This design comes from an exercise in tuning for small area, a short achievable clock period and few clock cycles on the open sky130 flow, not from production work. Where RTL was checked, it was by simulation tests only, not by an equivalence proof against the original. Power and IR drop assume default switching activity.

P:
## alu
module alu #(
    parameter INT_W  = 4,
    parameter FRAC_W = 6,
    parameter INST_W = 4,
    parameter DATA_W = INT_W + FRAC_W
)(
    input                     i_clk,
    input                     i_rst_n,
    input                     i_valid,
    input signed [DATA_W-1:0] i_data_a,
    input signed [DATA_W-1:0] i_data_b,
    input        [INST_W-1:0] i_inst,
    output                    o_valid,
    output       [DATA_W-1:0] o_data
);
==> flow/config.mk <==
export PLATFORM = sky130hd
export DESIGN_NAME = alu
export DESIGN_NICKNAME = alu
export VERILOG_FILES = /design/flow/design.v
export SDC_FILE = /design/flow/constraint.sdc
export NUM_CORES = 4
export LEC_CHECK = 0
export CAP_MARGIN = 20
export CORE_MARGIN = 2
export CORE_UTILIZATION = 40
export SETUP_SLACK_MARGIN = 3.5
export SLEW_MARGIN = 20
==> flow/constraint.sdc <==
create_clock -name core_clock -period 9.0 [get_ports {i_clk}]
set_input_delay 1.8000 -clock core_clock [delete_from_list [all_inputs] [get_ports {i_clk}]]
set_output_delay 1.8000 -clock core_clock [all_outputs]
set_load 0.01 [all_outputs]
standard.sh (not shown) runs the stock make flow with config.mk's settings and CLKGATE_MAP_FILE= SYNTH_SCRIPT=/design/flow/synth_recipe.tcl, a recipe that flattens the netlist after the stock synthesis.
==> flow/flow/run.sh <==
#!/bin/bash
# The standard layout, except that the input and output ports are buffered
# with buf_2 cells (buffer_ports otherwise picks a slow delay buffer).
set -euo pipefail
bash standard.sh "BUFFER_PORTS_ARGS=-buffer_cell sky130_fd_sc_hd__buf_2" finish > standard_flow.log 2>&1
Edits applied to the flow inputs when going from P to Q:
- an added ABC_AREA of 1
[summary]
- Going from P to Q, total global routing track utilization increased by 0.80 points relative to the old numbers; post-layout instance count excluding filler cells saw an increase; total power went up; layout filler cell count picked up an extra 160; vertical extent of the die grew by 2.0%.
- Relative to P, clock-cell share of area has decreased by 0.25 points in Q.
- Post-detailed-placement half-perimeter wirelength on Q is behind P.
Input-level comparison between R and Q:
- SETUP_SLACK_MARGIN changed from 3.5 to 4.5
### Flow results
- Between R and Q, the clock tree cell share of total cell area is lower for R.
- Min via count across R and Q: Q
- Compared with Q, R shows a lower data arrival at the endpoint of the critical path.
- R finished end to end and its layout was clean on timing, DRC and antenna.
- Post-cts gate resize count | R above Q
- Per the comparison of R with Q, shortest period the worst path allows decreased 0.17 ns, post-detailed-route via-to-cell ratio saw an increase, via count of the first global-routing pass up 120, maximum clock skew at final layout lower, design area climbed about 9%.
- Between Q and R, the synthesized cell count does not differ in any meaningful way.
- Post-route fraction of the period consumed by the critical path down 1.9 points in R wrt Q
- Looking at critical path capture point, the o_data[5] result is from Q; the o_data[6] one comes from R.
Changes in S relative to R:
- CTS_CLUSTER_SIZE now 60, previously not set
- CTS_CLUSTER_DIAMETER now 300, previously not set
- SETUP_SLACK_MARGIN now 3.5, was 4.5
==> summary.txt <==
- Delta (S minus R): area after synthesis held steady, sequential share of layout area grew by 1.1 points, buffer and inverter count on the worst path went up by 1, slew of the pin with the lowest slew margin down 0.023 ns.
- S ends up with a combinational power that is 33% lower than in R.
- Diff R -> S: buffer share of cell area has decreased; die area has remained practically unchanged; global-route usage has decreased; via total after detailed routing has decreased.
No run of this note included a check of the RTL's function; only the layout flow was run.

run A:
alu, a different RTL version from the one above (not shown whole).
Size in the first run: roughly 870 cells after synthesis, roughly 51 flip-flops, about 7100 µm² of cells after synthesis.
clock: 9.0 ns
lec_check: 0
cap_margin: 20
core_margin: 2
core_utilization: 40
setup_slack_margin: 4
slew_margin: 20
run.sh (not shown) runs the stock make flow with config.mk's settings and CLKGATE_MAP_FILE= SYNTH_SCRIPT=/design/flow/synth_recipe.tcl, a recipe that flattens the netlist after the stock synthesis.
Stock flow here: none of the scripts above is used.
Modified inputs, run B compared to run A
Settings: clearing SETUP_SLACK_MARGIN, which used to be 4.
--- outcome ---
- Least setup slack across all paths after layout delta for run B relative to run A: 1.01 ns lower
- Run A -> run B: areal power density over the cells decreased by more than 10%
- Run B: fraction of standard cell area that is sequential 1.2 points above run A
- Re core utilization: run A and run B aren't equal, and the higher value belongs to run A.
- In the flow results for run A and run B, the first-iteration DRC count is smaller on run B.
[inputs] run C vs run B
Settings: SETUP_SLACK_MARGIN now 4, previously not set; ABC_CLOCK_PERIOD_IN_PS now 2500, previously not set.
Results
Comparing run C and run B, the lower global routing usage on met1 is on run B. Run C ends up with a number of global-route vias before repair that is 252 higher than in run B. Run C vs. run B: combined flip-flop and latch cell area went up by about 0.35%. Re combinational group share of total power: run C is 7.6 points up on run B.
diff inputs: run C => run D
Settings: removing ABC_CLOCK_PERIOD_IN_PS (formerly 2500); changing CORE_UTILIZATION from 40 to 60; changing SETUP_SLACK_MARGIN from 4 to 5.
What run C reported for fmax has to be multiplied by 0.947 to get the figure for run D. In run D the number of cells traversed by the worst hold path turned out 1 lower than in run C. Worst path arrival time | run D above run C. Delta(logic gate share of total power, run D - run C) > 0. Each of the runs, namely run C and run D, reached the end of the flow and came out clean. Final cell area: run D above run C. Run D vs. run C: post-layout instance count excluding filler cells now smaller; first-pass GRT wire length saw an increase; post-route fraction of the period consumed by the critical path increased 3.4 points.
Function was not checked in any run of this note: the RTL went through the layout flow alone.

## before
Another version of the RTL of alu (not shown whole).
Size in the first run: ~38 flip-flops, roughly 38 I/O pins, about 0.0058 mm^2 of cells after synthesis.
## alu
module alu #(
    parameter INT_W  = 4,
    parameter FRAC_W = 6,
    parameter INST_W = 4,
    parameter DATA_W = INT_W + FRAC_W
)(
    input                     i_clk,
    input                     i_rst_n,
    input                     i_valid,
    input signed [DATA_W-1:0] i_data_a,
    input signed [DATA_W-1:0] i_data_b,
    input        [INST_W-1:0] i_inst,
    output                    o_valid,
    output       [DATA_W-1:0] o_data
);
wire signed [9:0] a = i_data_a;
wire signed [9:0] b = i_data_b;
wire is_addsub = (i_inst[3:1] == 3'b000);
wire is_mul    = (i_inst[3:1] == 3'b001);
wire is_sub    = (i_inst == 4'd1);
wire is_mac    = (i_inst == 4'd3);
wire is_tanh   = (i_inst == 4'd4);
wire t_r1 = (a <= -10'sd96);
wire t_r2 = !t_r1 && (a <= -10'sd32);
wire t_r5 = (a > 10'sd96);
wire t_r4 = !t_r5 && (a > 10'sd32);
wire t_r3 = !(t_r1 || t_r2 || t_r4 || t_r5);
wire [9:0] tanh_x = t_r1 ? -10'sd64 : t_r2 ? -10'sd16 : t_r4 ? 10'sd16 : t_r5 ? 10'sd64 : 10'sd0;
reg [3:0] clz, ctz;
integer k;
always @(*) begin
    clz = 4'd10;
    for (k = 0; k < 10; k = k + 1) if (a[k]) clz = 9 - k;
    ctz = 4'd10;
    for (k = 9; k >= 0; k = k - 1) if (a[k]) ctz = k;
end
wire [3:0] cpop = a[0] + a[1] + a[2] + a[3] + a[4] + a[5] + a[6] + a[7] + a[8] + a[9];
wire [9:0] rol_1 = b[0] ? {a[8:0], a[9]} : a;
wire [9:0] rol_2 = b[1] ? {rol_1[7:0], rol_1[9:8]} : rol_1;
wire [9:0] rol_4 = b[2] ? {rol_2[5:0], rol_2[9:6]} : rol_2;
wire [9:0] rol   = b[3] ? {rol_4[1:0], rol_4[9:2]} : rol_4;
reg [9:0] x;
always @(*) begin
    case (i_inst)
        4'd0:    x = b;
  ...
export LEC_CHECK = 0
export CAP_MARGIN = 20
export CORE_MARGIN = 2
export CORE_UTILIZATION = 40
export SETUP_SLACK_MARGIN = 4
export SLEW_MARGIN = 20
create_clock -name core_clock -period 9.0 [get_ports {i_clk}]
before completed every stage of the flow, and the final layout passed the timing, DRC and antenna checks.
Testbench counts of before, summed over its fixed seeds: cycles 24,000.
The inputs of after differ from those of before as listed below.
# before
export LEC_CHECK = 0
export CAP_MARGIN = 20
export CORE_MARGIN = 2
export CORE_UTILIZATION = 40
export SETUP_SLACK_MARGIN = 4
export SLEW_MARGIN = 20
create_clock -name core_clock -period 9.0 [get_ports {i_clk}]
# after
export LEC_CHECK = 0
export CAP_MARGIN = 20
export CORE_MARGIN = 2
export CORE_UTILIZATION = 40
export SETUP_SLACK_MARGIN = 3.5
export SLEW_MARGIN = 20
create_clock -name core_clock -period 9.0 [get_ports {i_clk}]
==> flow/flow/run.sh (new file) <==
#!/bin/bash
# The standard layout, except that the input and output ports are buffered
# with buf_2 cells (buffer_ports otherwise picks a slow delay buffer).
set -euo pipefail
bash standard.sh "BUFFER_PORTS_ARGS=-buffer_cell sky130_fd_sc_hd__buf_2" finish > standard_flow.log 2>&1
==> flow/standard.sh (new file) <==
#!/bin/bash
# synth_recipe.tcl (not shown) runs the flow's synth.tcl, then flattens the netlist and writes it again
# the make line also repeats each setting of config.mk as NAME=value (left out here)
make -C /OpenROAD-flow-scripts/flow DESIGN_CONFIG=/design/flow/config.mk WORK_HOME=/design/flow/orfs CLKGATE_MAP_FILE= SYNTH_SCRIPT=/design/flow/synth_recipe.tcl "${@:-finish}"
removed: flow/run.sh
==> comparison <==
before: flow completed, timing, DRC and antenna clean
after finished all stages; the layout is clean.
Worst slack after detailed placement: lower on before
Aggregate routed wire length improves in after relative to before.
Going from before to after, the setup slack was found to have gone down by 0.20 ns.

Setup of red:
alu, a different RTL version from the one above (not shown whole).
Size in the first run: roughly 810 cells after synthesis, about 39 flip-flops, about 5900 µm² of cells after synthesis.
export LEC_CHECK = 0
export ABC_AREA = 1
export CAP_MARGIN = 20
export CORE_MARGIN = 2
export CORE_UTILIZATION = 40
export SETUP_SLACK_MARGIN = 4.0
export SLEW_MARGIN = 20
create_clock -name core_clock -period 9.0 [get_ports {i_clk}]
standard.sh (not shown) runs the stock make flow with config.mk's settings and CLKGATE_MAP_FILE= SYNTH_SCRIPT=/design/flow/synth_recipe.tcl, a recipe that flattens the netlist after the stock synthesis.
==> flow/flow/run.sh <==
#!/bin/bash
# The standard layout with two changes:
#  - the input and output ports are buffered with buf_2 cells (buffer_ports
#    otherwise picks a slow delay buffer);
#  - synthesis is the standard one except for ABC's mapping: the logic from
#    the registers to o_data keeps ORFS's area script (abc_area.script), the
#    logic from the inputs to the registers, which has timing to spare, is
#    mapped for area only (abc_s1.script). flow/abc_split.tcl replaces the
#    single abc call of ORFS's synth.tcl.
set -euo pipefail
W=$PWD
awk -v blk="$W/flow/abc_split.tcl" '{
  if ($0 == "  log_cmd abc {*}$abc_args") { while ((getline l < blk) > 0) print l; close(blk) }
  else print
}' "$FLOW_HOME/scripts/synth.tcl" > synth_split.tcl
grep -q 'ABC_S1' synth_split.tcl
sed "s#source \$::env(SCRIPTS_DIR)/synth.tcl#source $W/synth_split.tcl#" synth_recipe.tcl > synth_top.tcl
grep -q 'synth_split.tcl' synth_top.tcl
bash standard.sh "BUFFER_PORTS_ARGS=-buffer_cell sky130_fd_sc_hd__buf_2" \
  "SYNTH_SCRIPT=$W/synth_top.tcl" \
  "ABC_S1=$W/flow/abc_s1.script" \
  "ABC_S2=$FLOW_HOME/scripts/abc_area.script" \
  finish > standard_flow.log 2>&1
==> flow/flow/abc_s1.script <==
strash
dch
map -a
topo
stime -c
buffer -c
upsize -c
dnsize -c
==> flow/flow/abc_split.tcl <==
  # Map the logic in the cone of the outputs (from the registers to o_data)
  # and the rest (from the inputs to the registers) with separate ABC scripts.
  set abc_rest [lrange $abc_args 2 end]
  select -set s2 o:o_data {%ci*:-sky130_fd_sc_hd__dfxtp_1[D,CLK]:-sky130_fd_sc_hd__dfrtp_1[D,CLK,RESET_B]}
  select -set s1 * @s2 %d
  log_cmd abc -script $::env(ABC_S1) {*}$abc_rest @s1
  log_cmd abc -script $::env(ABC_S2) {*}$abc_rest @s2
  select -clear
red did not stop at any stage, and its layout met the timing, DRC and antenna checks.
Testbench counts of red, summed over its fixed seeds: cycles 24,000.
Setup changes, red to blue
Settings: swapping 4.0 for 4.3 in SETUP_SLACK_MARGIN; swapping 40 for 30 in CORE_UTILIZATION.
==> flow/flow/run.sh <==
#!/bin/bash
# The standard layout, except that the input and output ports are buffered
# with buf_2 cells (buffer_ports otherwise picks a slow delay buffer).
set -euo pipefail
bash standard.sh "BUFFER_PORTS_ARGS=-buffer_cell sky130_fd_sc_hd__buf_2" finish > standard_flow.log 2>&1
removed: flow/flow/abc_s1.script
removed: flow/flow/abc_split.tcl
On blue: maximum fanout along the worst path is 5 lower than what red gave.
Lower total routing usage reported by global routing was reported by blue, not red.
red has lower signed area change from the synthesized netlist to the final layout than blue.
Re number of maximum-capacitance violations: no difference whatsoever between blue and red.
Modified inputs, green compared to blue
Settings: changing SETUP_SLACK_MARGIN from 4.3 to 3.5; changing CORE_UTILIZATION from 30 to 55.
Findings:
- Global-route wire length before repair, blue and green: higher on blue
- Final wirelength for green: about 2% down relative to blue
- Taking blue as the reference point, the buffering stage count on the worst path with inverters included of green rises by 1.
### green -> orange
Settings: SETUP_SLACK_MARGIN: 3.5 -> 4.3; CORE_UTILIZATION: 55 -> 40.
==> flow/flow/run.sh <==
#!/bin/bash
# The standard layout with two changes:
#  - the input and output ports are buffered with buf_2 cells (buffer_ports
#    otherwise picks a slow delay buffer);
#  - synthesis is the standard one except for ABC's mapping: the logic from
#    the registers to o_data keeps ORFS's area script (abc_area.script), the
#    logic from the inputs to the registers, which has timing to spare, is
#    mapped for area only (abc_s1.script). flow/abc_split.tcl replaces the
#    single abc call of ORFS's synth.tcl.
set -euo pipefail
W=$PWD
awk -v blk="$W/flow/abc_split.tcl" '{
  if ($0 == "  log_cmd abc {*}$abc_args") { while ((getline l < blk) > 0) print l; close(blk) }
  else print
}' "$FLOW_HOME/scripts/synth.tcl" > synth_split.tcl
grep -q 'ABC_S1' synth_split.tcl
sed "s#source \$::env(SCRIPTS_DIR)/synth.tcl#source $W/synth_split.tcl#" synth_recipe.tcl > synth_top.tcl
grep -q 'synth_split.tcl' synth_top.tcl
bash standard.sh "BUFFER_PORTS_ARGS=-buffer_cell sky130_fd_sc_hd__buf_2" \
  "SYNTH_SCRIPT=$W/synth_top.tcl" \
  "ABC_S1=$W/flow/abc_s1.script" \
  "ABC_S2=$FLOW_HOME/scripts/abc_area.script" \
  finish > standard_flow.log 2>&1
==> flow/flow/abc_s1.script (new file) <==
strash
dch
map -a
topo
stime -c
buffer -c
upsize -c
dnsize -c
==> flow/flow/abc_split.tcl (new file) <==
  # Map the logic in the cone of the outputs (from the registers to o_data)
  # and the rest (from the inputs to the registers) with separate ABC scripts.
  set abc_rest [lrange $abc_args 2 end]
  select -set s2 o:o_data {%ci*:-sky130_fd_sc_hd__dfxtp_1[D,CLK]:-sky130_fd_sc_hd__dfrtp_1[D,CLK,RESET_B]}
  select -set s1 * @s2 %d
  log_cmd abc -script $::env(ABC_S1) {*}$abc_rest @s1
  log_cmd abc -script $::env(ABC_S2) {*}$abc_rest @s2
  select -clear
==> comparison <==
- green -> orange: count of input and output buffers delta 0, exact match
- orange against green: post-placement cell area decreased by about 1.5% relative to the old numbers, arrival time of data at the critical path endpoint decreased by 190 ps relative to the old numbers, global-route usage decreased by 7.9 points relative to the old numbers.
- | power | orange vs green | worse |
- Summary of orange over green: number of stages on the worst hold path shows no meaningful change, global-route wire length before repair picked up an extra 2.6%, final worst slack increased by 190 ps relative to the old numbers, switching power went up, synthesized instance count shrank by about 9%.
- Comparing green and orange, share of cell area taken by flip-flops and latches is lower on orange.
What purple does differently from orange at the input level:
Settings: SETUP_SLACK_MARGIN: 4.3 -> 4.7.
==> flow/flow/abc_s1.script <==
strash
dc2
dch -f
map -a
topo
stime -c
buffer -c
upsize -c
dnsize -c
Notes after the runs:
- purple finished every stage and its layout cleared the timing, DRC and antenna checks.
- Wire: purple routes less than orange
- Area of the mapped netlist on purple is ahead of orange.
- o_data[0] as the termination of the worst setup path was reported by purple, and o_data[6] by orange.
- Taking orange as the reference, in purple die area shrank by about 1.1%; overall power grew by 0.00024 W; sequential-cell power consumption grew by about 6%; smallest setup slack after layout grew by 110 ps; worst-skew pair later-pin latency held steady.
- purple ended up with more standard cells than orange.
- Compared with orange, purple shows a clock network contribution to total cell area that is 0.47 points higher.

-- port drivers added, routing unchanged --
How much do the figures lean on ideal ports? The routed layouts below were timed once more, with nothing changed but the port constraints.
Step 1 (the two cells are an assumption about what drives the block):
set clk [get_ports {i_clk}]
set_driving_cell -lib_cell sky130_fd_sc_hd__clkbuf_16 $clk
set_driving_cell -lib_cell sky130_fd_sc_hd__buf_2 [delete_from_list [all_inputs] $clk]
Step 2 adds t to the input delays and takes it off the output delays; t is the mean of the earliest and latest rising clock arrival at the registers after step 1. Input paths then give back, and output paths get back, about the clock's delay inside the block.
Slacks: no drivers / after step 1 / after step 2; pairs: no drivers / after step 1.
run | t, ns | setup slack, ns | latest minus earliest clock arrival (ns)
P | 0.317 | 3.645 / 3.611 / 3.928 | 0.009 / 0.009
Q | 0.317 | 4.273 / 4.238 / 4.339 | 0.013 / 0.014
R | 0.315 | 4.446 / 4.411 / 4.384 | 0.004 / 0.005
S | 0.317 | 4.273 / 4.238 / 4.339 | 0.013 / 0.014
run A | 0.332 | 3.517 / 3.481 / 3.666 | 0.014 / 0.014
run B | 0.325 | 2.510 / 2.476 / 2.656 | 0.007 / 0.007
run C | 0.332 | 3.517 / 3.481 / 3.666 | 0.014 / 0.014
run D | 0.325 | 3.210 / 3.172 / 3.497 | 0.014 / 0.014
before | 0.310 | 3.814 / 3.780 / 3.680 | 0.007 / 0.007
after | 0.312 | 3.617 / 3.583 / 3.377 | 0.011 / 0.011
red | 0.319 | 4.358 / 4.324 / 4.103 | 0.008 / 0.008
blue | 0.314 | 4.453 / 4.418 / 4.348 | 0.007 / 0.007
green | 0.316 | 4.214 / 4.185 / 4.362 | 0.020 / 0.021
orange | 0.320 | 4.404 / 4.370 / 4.128 | 0.011 / 0.011
purple | 0.321 | 4.512 / 4.472 / 4.398 | 0.006 / 0.005
After both steps setup and hold are still met in every run listed. For orange, which loses most, drivers alone change the setup slack by -0.034 ns; drivers and shift together by -0.276 ns.
